From an optimization exercise on the open Yosys and OpenROAD flow, aimed at small area; shortcuts taken in it are not production practice. In this exercise RTL edits were held to simulation tests only and were not proved equivalent to the original. No activity file was given, so power comes from the tool's default toggle rates.

==> quartz <==
==> flow/design.v (excerpt) <==
module mips_pipeline
(
    input  wire        clk,
    input  wire        rst,
    input  wire        enable,
    output wire [7:0]  imem_addr,
    input  wire [31:0] imem_data,
    output wire [7:0]  dmem_addr,
    output wire [31:0] dmem_wdata,
    output wire        dmem_we,
    input  wire [31:0] dmem_rdata
);
Settings: LEC_CHECK=0, CAP_MARGIN=20, CORE_MARGIN=2, CORE_UTILIZATION=60, CTS_CLUSTER_DIAMETER=100, CTS_CLUSTER_SIZE=20, PLACE_DENSITY=0.75, SLEW_MARGIN=20, SYNTH_HIERARCHICAL=1; clock period 10.0 ns.
run.sh (not shown) runs the stock make flow with config.mk's settings and CLKGATE_MAP_FILE= SYNTH_SCRIPT=/design/flow/synth_recipe.tcl, a recipe that flattens the netlist after the stock synthesis.
==> garnet (differences from quartz) <==
--- a/flow/design.v
+++ b/flow/design.v
@@ -16,11 +16,11 @@
     reg        d_v;              
     reg [31:0] e_ins;            
     reg        e_v;              
     reg        e_h;              
     reg [31:0] m_a;              
-    reg [31:0] m_b;              
+    reg [7:0]  m_x;              
     reg [4:0]  m_rd;
     reg        m_regw;
     reg        m_memw;
     reg        m_taken;
     reg        m_load;
@@ -48,11 +48,15 @@
     wire c_bne   = (op == 6'b000101);
     wire regw = c_load | c_imm | c_jal | (c_r & (~c_jr | fn[0]));
     wire link = c_jal | (c_jr & fn[0]);
     wire [4:0] dest = c_jal ? 5'd31 : (c_r ? rdf : rt);
     wire stall = e_v & c_load & ((rt == d_rs) | (rt == d_rt));
-    wire shamt_sel = c_r & (fn[5:2] == 4'b0000);
+    reg shamt_sel;
+    wire n_shamt_sel = (d_ins[31:26] == 6'b000000) & (d_ins[5:2] == 4'b0000);
+    wire ga = ~fwd_a & ~shamt_sel;
+    always @(posedge clk)
+        if (enable) shamt_sel <= n_shamt_sel;
     reg fwd_a, fwd_b;
     wire n_regw = ~m_taken & e_v & regw;
     wire n_fwd_ok = n_regw & (dest != 5'd0);
     wire n_fwd_a = n_fwd_ok & (dest == d_ins[25:21]);
     wire n_fwd_b = n_fwd_ok & (dest == d_ins[20:16]);
@@ -62,11 +66,11 @@
     assign sb[0]  = fwd_b;
     assign sb[32] = 1'b0;
     genvar g, r;
     generate
         for (g = 1; g < 32; g = g + 1) begin : sel
-            assign sa[g] = (rs == g) & ~fwd_a & ~shamt_sel;
+            assign sa[g] = (rs == g) & ga;
             assign sb[g] = (rt == g) & ~fwd_b;
         end
     endgenerate
     wire [31:0] A, fb;
     generate
@@ -198,25 +202,29 @@
     row22 sh_0(.a(f0),  .s(amt[0]),  .b(sh0), .ns(namt[0]), .y(sh1));
     row22 sh_1(.a(f1),  .s(amt[1]),  .b(sh1), .ns(namt[1]), .y(sh2));
     row22 sh_2(.a(f2),  .s(amt[2]),  .b(sh2), .ns(namt[2]), .y(sh3));
     row22 sh_3(.a(f3),  .s(amt[3]),  .b(sh3), .ns(namt[3]), .y(sh4));
     row22 sh_4(.a(f4),  .s(amt[4]),  .b(sh4), .ns(namt[4]), .y(sr));
-    wire sel_al = (op_ar & ~op_slt | op_lg) & ~link;
+    wire sel_al = (op_ar & ~op_slt | op_lg) & ~link & ~c_store;
     wire sel_sr = (op_srl & ~big) | op_sra;
     wire sel_sl = (op_sll & ~big) | op_lui;
-    wire [31:0] res, t1, t2;
+    wire st_lo  = c_store;
+    wire st_mid = c_store & (op[2:0] != 3'b000);
+    wire st_hi  = c_store & (op[2:1] != 2'b00);
+    wire [31:0] res, t1, t2, t3;
     assign t2[0] = ~((pc1[0] & link) | (op_slt & slt));
     generate
         for (g = 0; g < 32; g = g + 1) begin : rsel
             aoi222 u1(.a0(sum[g]), .s0(sel_al), .a1(sr[g]), .s1(sel_sr), .a2(sr[31 - g]), .s2(sel_sl), .y(t1[g]));
             if (g % 2 == 0 && g > 0) begin : ev
                 cnand2 u2(.a(pc1[g]), .b(link), .y(t2[g]));
             end
             else if (g % 2 == 1) begin : od
                 cnand2b u2(.a_n(npc1[g]), .b(link), .y(t2[g]));
             end
-            cnand2 u3(.a(t1[g]), .b(t2[g]), .y(res[g]));
+            cnand2 u4(.a(fb[g]), .b(g < 8 ? st_lo : g < 16 ? st_mid : st_hi), .y(t3[g]));
+            cnand3 u3(.a(t1[g]), .b(t2[g]), .c(t3[g]), .y(res[g]));
         end
     endgenerate
     wire [31:0] pc1, npc1, S, p;
     wire [32:0] bw;              
     wire [32:0] bc;              
@@ -251,49 +259,82 @@
     endgenerate
     wire eq = ~|L;                   
     wire taken = e_v & (c_j | c_jal | c_jr | (c_beq & eq) | (c_bne & ~eq));
     wire sel_j  = c_j | c_jal;
     wire sel_br = c_oth & ~c_jr & ~sel_j;
-    wire st_lo  = ~c_oth;
-    wire st_mid = ~c_oth & (op[2:0] != 3'b000);
-    wire st_hi  = ~c_oth & (op[2:1] != 2'b00);
-    wire [31:0] mbd;
+    wire noth   = ~c_oth;
+    wire [31:0] nT;
+    wire [7:0] mxd;
     generate
-        for (g = 0; g < 32; g = g + 1) begin : mbsel
-            wire t, u;
+        for (g = 0; g < 32; g = g + 1) begin : tgt
             aoi222 u1(.a0(A[g]), .s0(c_jr), .a1(g < 26 ? e_ins[g] : pc1[g]), .s1(sel_j),
-                      .a2(S[g]), .s2(sel_br), .y(t));
-            cnand2 u2(.a(fb[g]), .b(g < 8 ? st_lo : g < 16 ? st_mid : st_hi), .y(u));
-            cnand2 u3(.a(t), .b(u), .y(mbd[g]));
+                      .a2(S[g]), .s2(sel_br), .y(nT[g]));
+            if (g < 8) begin : lo
+                wire u;
+                cnand2 u2(.a(sum[g]), .b(noth), .y(u));
+                cnand2 u3(.a(nT[g]), .b(u), .y(mxd[g]));
+            end
         end
     endgenerate
-    assign dmem_addr  = m_a[7:0];
-    assign dmem_wdata = m_b;
+    assign dmem_addr  = m_x;
+    assign dmem_wdata = m_a;
     assign dmem_we    = enable & m_memw;
     wire ld_byte = (m_lop[1:0] == 2'b00);
     wire ld_half = (m_lop[1:0] == 2'b01);
     wire ld_sgn  = ~m_lop[2];
     wire ext8  = ld_sgn & dmem_rdata[7];
     wire ext16 = ld_sgn & dmem_rdata[15];
     wire [31:0] ldata = ld_byte ? {{24{ext8}}, dmem_rdata[7:0]} :
                         ld_half ? {{16{ext16}}, dmem_rdata[15:0]} : dmem_rdata;
     wire [31:0] wdata = m_load ? ldata : m_a;
     wire        wen   = rst & enable & m_regw;
+    wire pc_cin = enable & ~m_taken & ~stall & ~halt;
+    wire pc_tk  = enable & m_taken;
+    wire pc_st  = rst & pc_tk;
+    wire pc_si  = rst & ~pc_tk;
+    wire pc_pre = rst & enable & ~m_taken & taken;
+    wire npc_pre = ~pc_pre;
+    wire pc_hinc = pc_si & ~pc_pre;
+    wire [32:0] pcc;             
+    wire [31:0] pc_inc, pc_d;
+    wire [31:8] pc_u;
+    assign pcc[0] = pc_cin;
+    row22h24 uph(.a(pc[31:8]), .s(pc_st), .b(pc_inc[31:8]), .ns(pc_hinc), .y(pc_u));
+    generate
+        for (g = 0; g < 32; g = g + 1) begin : pcb
+            if (g % 2 == 0) begin : ev
+                cnand2 uc(.a(pc[g]), .b(pcc[g]), .y(pcc[g + 1]));
+                cxor2  us(.a(pc[g]), .b(pcc[g]), .y(pc_inc[g]));
+            end
+            else begin : od
+                wire npc;
+                cinv   ui(.a(pc[g]), .y(npc));
+                cnor2  uc(.a(pcc[g]), .b(npc), .y(pcc[g + 1]));
+                cxnor2 us(.a(pc[g]), .b(pcc[g]), .y(pc_inc[g]));
+            end
+            if (g < 8) begin : lo
+                holdmux um(.q(pc_inc[g]), .d(m_x[g]), .we(pc_st), .nwe(pc_si), .y(pc_d[g]));
+            end
+            else begin : hi
+                wire v;
+                cor2   uo(.a(nT[g]), .b(npc_pre), .y(v));
+                cnand2 un(.a(pc_u[g]), .b(v), .y(pc_d[g]));
+            end
+        end
+    endgenerate
+    always @(posedge clk) pc <= pc_d;
     always @(posedge clk) begin
         if (~rst) begin
-            pc      <= 32'b0;
             d_v     <= 1'b0;
             e_v     <= 1'b0;
             m_regw  <= 1'b0;
             m_memw  <= 1'b0;
             m_taken <= 1'b0;
             fwd_a   <= 1'b0;
             fwd_b   <= 1'b0;
         end
         else if (enable) begin
-            if (m_taken)     pc <= m_b;
-            else if (~stall) pc <= halt ? pc : pc + 32'd1;
             if (m_taken)     d_v <= 1'b0;
             else if (~stall) d_v <= 1'b1;
             e_v     <= ~m_taken & d_v & ~stall;
             m_regw  <= n_regw;
             fwd_a   <= n_fwd_a;
@@ -306,11 +347,11 @@
         if (enable) begin
             if (~stall) d_ins <= imem_data;
             e_ins  <= d_ins;
             e_h    <= halt;
             m_a    <= res;
-            m_b    <= mbd;
+            m_x    <= mxd;
             m_rd   <= dest;
             m_load <= c_load;
             m_lop  <= op[2:0];
         end
     end
@@ -396,5 +437,15 @@
     assign y = ~((a & {16{s}}) | (b & {16{ns}}));
 endmodule
 module cnand2b(input wire a_n, input wire b, output wire y);
     assign y = ~(~a_n & b);
 endmodule
+module cor2(input wire a, input wire b, output wire y);
+    assign y = a | b;
+endmodule
+module row22h24(input wire [23:0] a, input wire s, input wire [23:0] b,
+                input wire ns, output wire [23:0] y);
+    assign y = ~((a & {24{s}}) | (b & {24{ns}}));
+endmodule
+module cnand3(input wire a, input wire b, input wire c, output wire y);
+    assign y = ~(a & b & c);
+endmodule
==> flow/flow/run.sh (new file) <==
#!/bin/bash
# Layout: the standard flow (standard.sh, unchanged synthesis and steps) with two
# settings of ORFS's own: the ports are buffered with buf_1 instead of the cell
# buffer_ports picks, and the clock tree is built from clkbuf_8 without dummy loads,
# with sink clusters of at most 13 flip-flops and 60 um. make's output goes to
# flow_standard.log; each ORFS step writes its own log under orfs/logs/.
set -euo pipefail
export BUFFER_PORTS_ARGS="-buffer_cell sky130_fd_sc_hd__buf_1"
export CTS_ARGS="-sink_clustering_enable -repair_clock_nets -dont_use_dummy_load -sink_clustering_size 13 -sink_clustering_max_diameter 60 -buf_list sky130_fd_sc_hd__clkbuf_8"
bash standard.sh finish > flow_standard.log 2>&1
==> flow/standard.sh (new file) <==
#!/bin/bash
# synth_recipe.tcl (not shown) runs the flow's synth.tcl, then flattens the netlist and writes it again
# the make line also repeats each setting of config.mk as NAME=value (left out here)
make -C /OpenROAD-flow-scripts/flow DESIGN_CONFIG=/design/flow/config.mk WORK_HOME=/design/flow/orfs CLKGATE_MAP_FILE= SYNTH_SCRIPT=/design/flow/synth_recipe.tcl "${@:-finish}"
Settings changed: CTS_CLUSTER_DIAMETER 100 to not set, CTS_CLUSTER_SIZE 20 to not set.
removed: flow/run.sh
==> xenon (differences from quartz) <==
--- a/flow/design.v
+++ b/flow/design.v
@@ -276,24 +276,44 @@
     wire ext16 = ld_sgn & dmem_rdata[15];
     wire [31:0] ldata = ld_byte ? {{24{ext8}}, dmem_rdata[7:0]} :
                         ld_half ? {{16{ext16}}, dmem_rdata[15:0]} : dmem_rdata;
     wire [31:0] wdata = m_load ? ldata : m_a;
     wire        wen   = rst & enable & m_regw;
+    wire pc_cin = enable & ~m_taken & ~stall & ~halt;
+    wire pc_tk  = enable & m_taken;
+    wire pc_st  = rst & pc_tk;
+    wire pc_si  = rst & ~pc_tk;
+    wire [32:0] pcc;             
+    wire [31:0] pc_inc, pc_d;
+    assign pcc[0] = pc_cin;
+    generate
+        for (g = 0; g < 32; g = g + 1) begin : pcb
+            if (g % 2 == 0) begin : ev
+                cnand2 uc(.a(pc[g]), .b(pcc[g]), .y(pcc[g + 1]));
+                cxor2  us(.a(pc[g]), .b(pcc[g]), .y(pc_inc[g]));
+            end
+            else begin : od
+                wire npc;
+                cinv   ui(.a(pc[g]), .y(npc));
+                cnor2  uc(.a(pcc[g]), .b(npc), .y(pcc[g + 1]));
+                cxnor2 us(.a(pc[g]), .b(pcc[g]), .y(pc_inc[g]));
+            end
+            holdmux um(.q(pc_inc[g]), .d(m_b[g]), .we(pc_st), .nwe(pc_si), .y(pc_d[g]));
+        end
+    endgenerate
+    always @(posedge clk) pc <= pc_d;
     always @(posedge clk) begin
         if (~rst) begin
-            pc      <= 32'b0;
             d_v     <= 1'b0;
             e_v     <= 1'b0;
             m_regw  <= 1'b0;
             m_memw  <= 1'b0;
             m_taken <= 1'b0;
             fwd_a   <= 1'b0;
             fwd_b   <= 1'b0;
         end
         else if (enable) begin
-            if (m_taken)     pc <= m_b;
-            else if (~stall) pc <= halt ? pc : pc + 32'd1;
             if (m_taken)     d_v <= 1'b0;
             else if (~stall) d_v <= 1'b1;
             e_v     <= ~m_taken & d_v & ~stall;
             m_regw  <= n_regw;
             fwd_a   <= n_fwd_a;
==> flow/flow/run.sh (new file) <==
#!/bin/bash
# Layout: the standard flow (standard.sh, unchanged synthesis and steps) with two
# settings of ORFS's own: the ports are buffered with buf_2 instead of the cell
# buffer_ports picks, and the clock tree is built without dummy loads, with sink
# clusters of at most 20 flip-flops and 100 um. make's output goes to flow_standard.log;
# each ORFS step writes its own log under orfs/logs/.
set -euo pipefail
export BUFFER_PORTS_ARGS="-buffer_cell sky130_fd_sc_hd__buf_2"
export CTS_ARGS="-sink_clustering_enable -repair_clock_nets -dont_use_dummy_load -sink_clustering_size 20 -sink_clustering_max_diameter 100"
bash standard.sh finish > flow_standard.log 2>&1
==> flow/standard.sh (new file) <==
#!/bin/bash
# synth_recipe.tcl (not shown) runs the flow's synth.tcl, then flattens the netlist and writes it again
# the make line also repeats each setting of config.mk as NAME=value (left out here)
make -C /OpenROAD-flow-scripts/flow DESIGN_CONFIG=/design/flow/config.mk WORK_HOME=/design/flow/orfs CLKGATE_MAP_FILE= SYNTH_SCRIPT=/design/flow/synth_recipe.tcl "${@:-finish}"
Settings changed: CTS_CLUSTER_DIAMETER 100 to not set, CTS_CLUSTER_SIZE 20 to not set.
removed: flow/run.sh
==> notes.md <==
Run status: garnet finished clean; quartz finished clean; xenon finished clean
Last element of the critical path: garnet m_a[25]; quartz m_a[26]; xenon m_a[22]
Gpl congestion: garnet 1.04; quartz 1.10; xenon 1.05
Core outline area: garnet 85300 µm²; quartz 87000 µm²; xenon 85400 µm²
Share of the synthesized netlist area taken by xor and xnor gates: garnet 2.97%; quartz 2.44%; xenon 2.92%
Achievable clock frequency: garnet 116 MHz; quartz 104 MHz; xenon 105 MHz
Minimum setup slack in the final design: garnet 1.36 ns; quartz 0.364 ns; xenon 0.469 ns
Clock network fraction of design power: garnet 30.4%; quartz 33.2%; xenon 32.0%
Max Clock Skew: garnet 0.106 ns; quartz 0.0482 ns; xenon 0.119 ns
Signed area change from the synthesized netlist to the final layout: garnet 8.95%; quartz 11.7%; xenon 10.7%
Fraction of final layout cells with drive strength greater than 1: garnet 10.4%; quartz 10.4%; xenon 13.0%
Standard cell area after detailed placement: garnet 54700 µm²; quartz 56800 µm²; xenon 55700 µm²
Buf+Inv Stages, Crit Path: garnet 2; quartz 3; xenon 3
Post-synthesis register bit count: garnet 1146; quartz 1169; xenon 1169
Average footprint of a synthesized cell: garnet 11.2 µm²; quartz 11.1 µm²; xenon 11.3 µm²
Standard-cell row count: garnet 107; quartz 108; xenon 107
Pin slew with the least headroom to its limit: garnet 1.18 ns; quartz 1.37 ns; xenon 1.22 ns
Maximum cell stage delay along the critical path: garnet 0.61 ns; quartz 1.08 ns; xenon 0.68 ns
Share of Yosys cell area claimed by the top area cell type: garnet 40.0%; quartz 39.1%; xenon 39.7%
CP Data Arrival Time: garnet 9.14 ns; quartz 10.07 ns; xenon 9.88 ns
Antenna violations before repair: garnet 17; quartz 17; xenon 12
Synth unique cells: garnet 60; quartz 80; xenon 68
Final non-filler cell area: garnet 56300 µm²; quartz 59000 µm²; xenon 57500 µm²

re-timing with driven ports:
In the flow no input, the clock included, has a driving cell. The finished layouts below were timed again as built, in two steps. Step 1: set_driving_cell puts a clkbuf_16 on clk and a buf_2 on each other input, an assumption about the parent block. Step 2 adds t to the input delays and takes it off the output delays; t is the mean of the earliest and latest rising clock arrival at the registers after step 1. Input paths then give back, and output paths get back, about the clock's delay inside the block. a / b / c = ideal ports / drivers / drivers and shift; a / b = the first two.
run	t, ns	setup WS [ns]	clock arrival spread, ns
quartz	0.747	0.364 / 0.364 / 0.364	0.048 / 0.048
garnet	0.849	1.361 / 1.361 / 1.361	0.108 / 0.109
xenon	0.697	0.469 / 0.469 / 0.469	0.119 / 0.119
After both steps setup and hold are still met in every run listed.
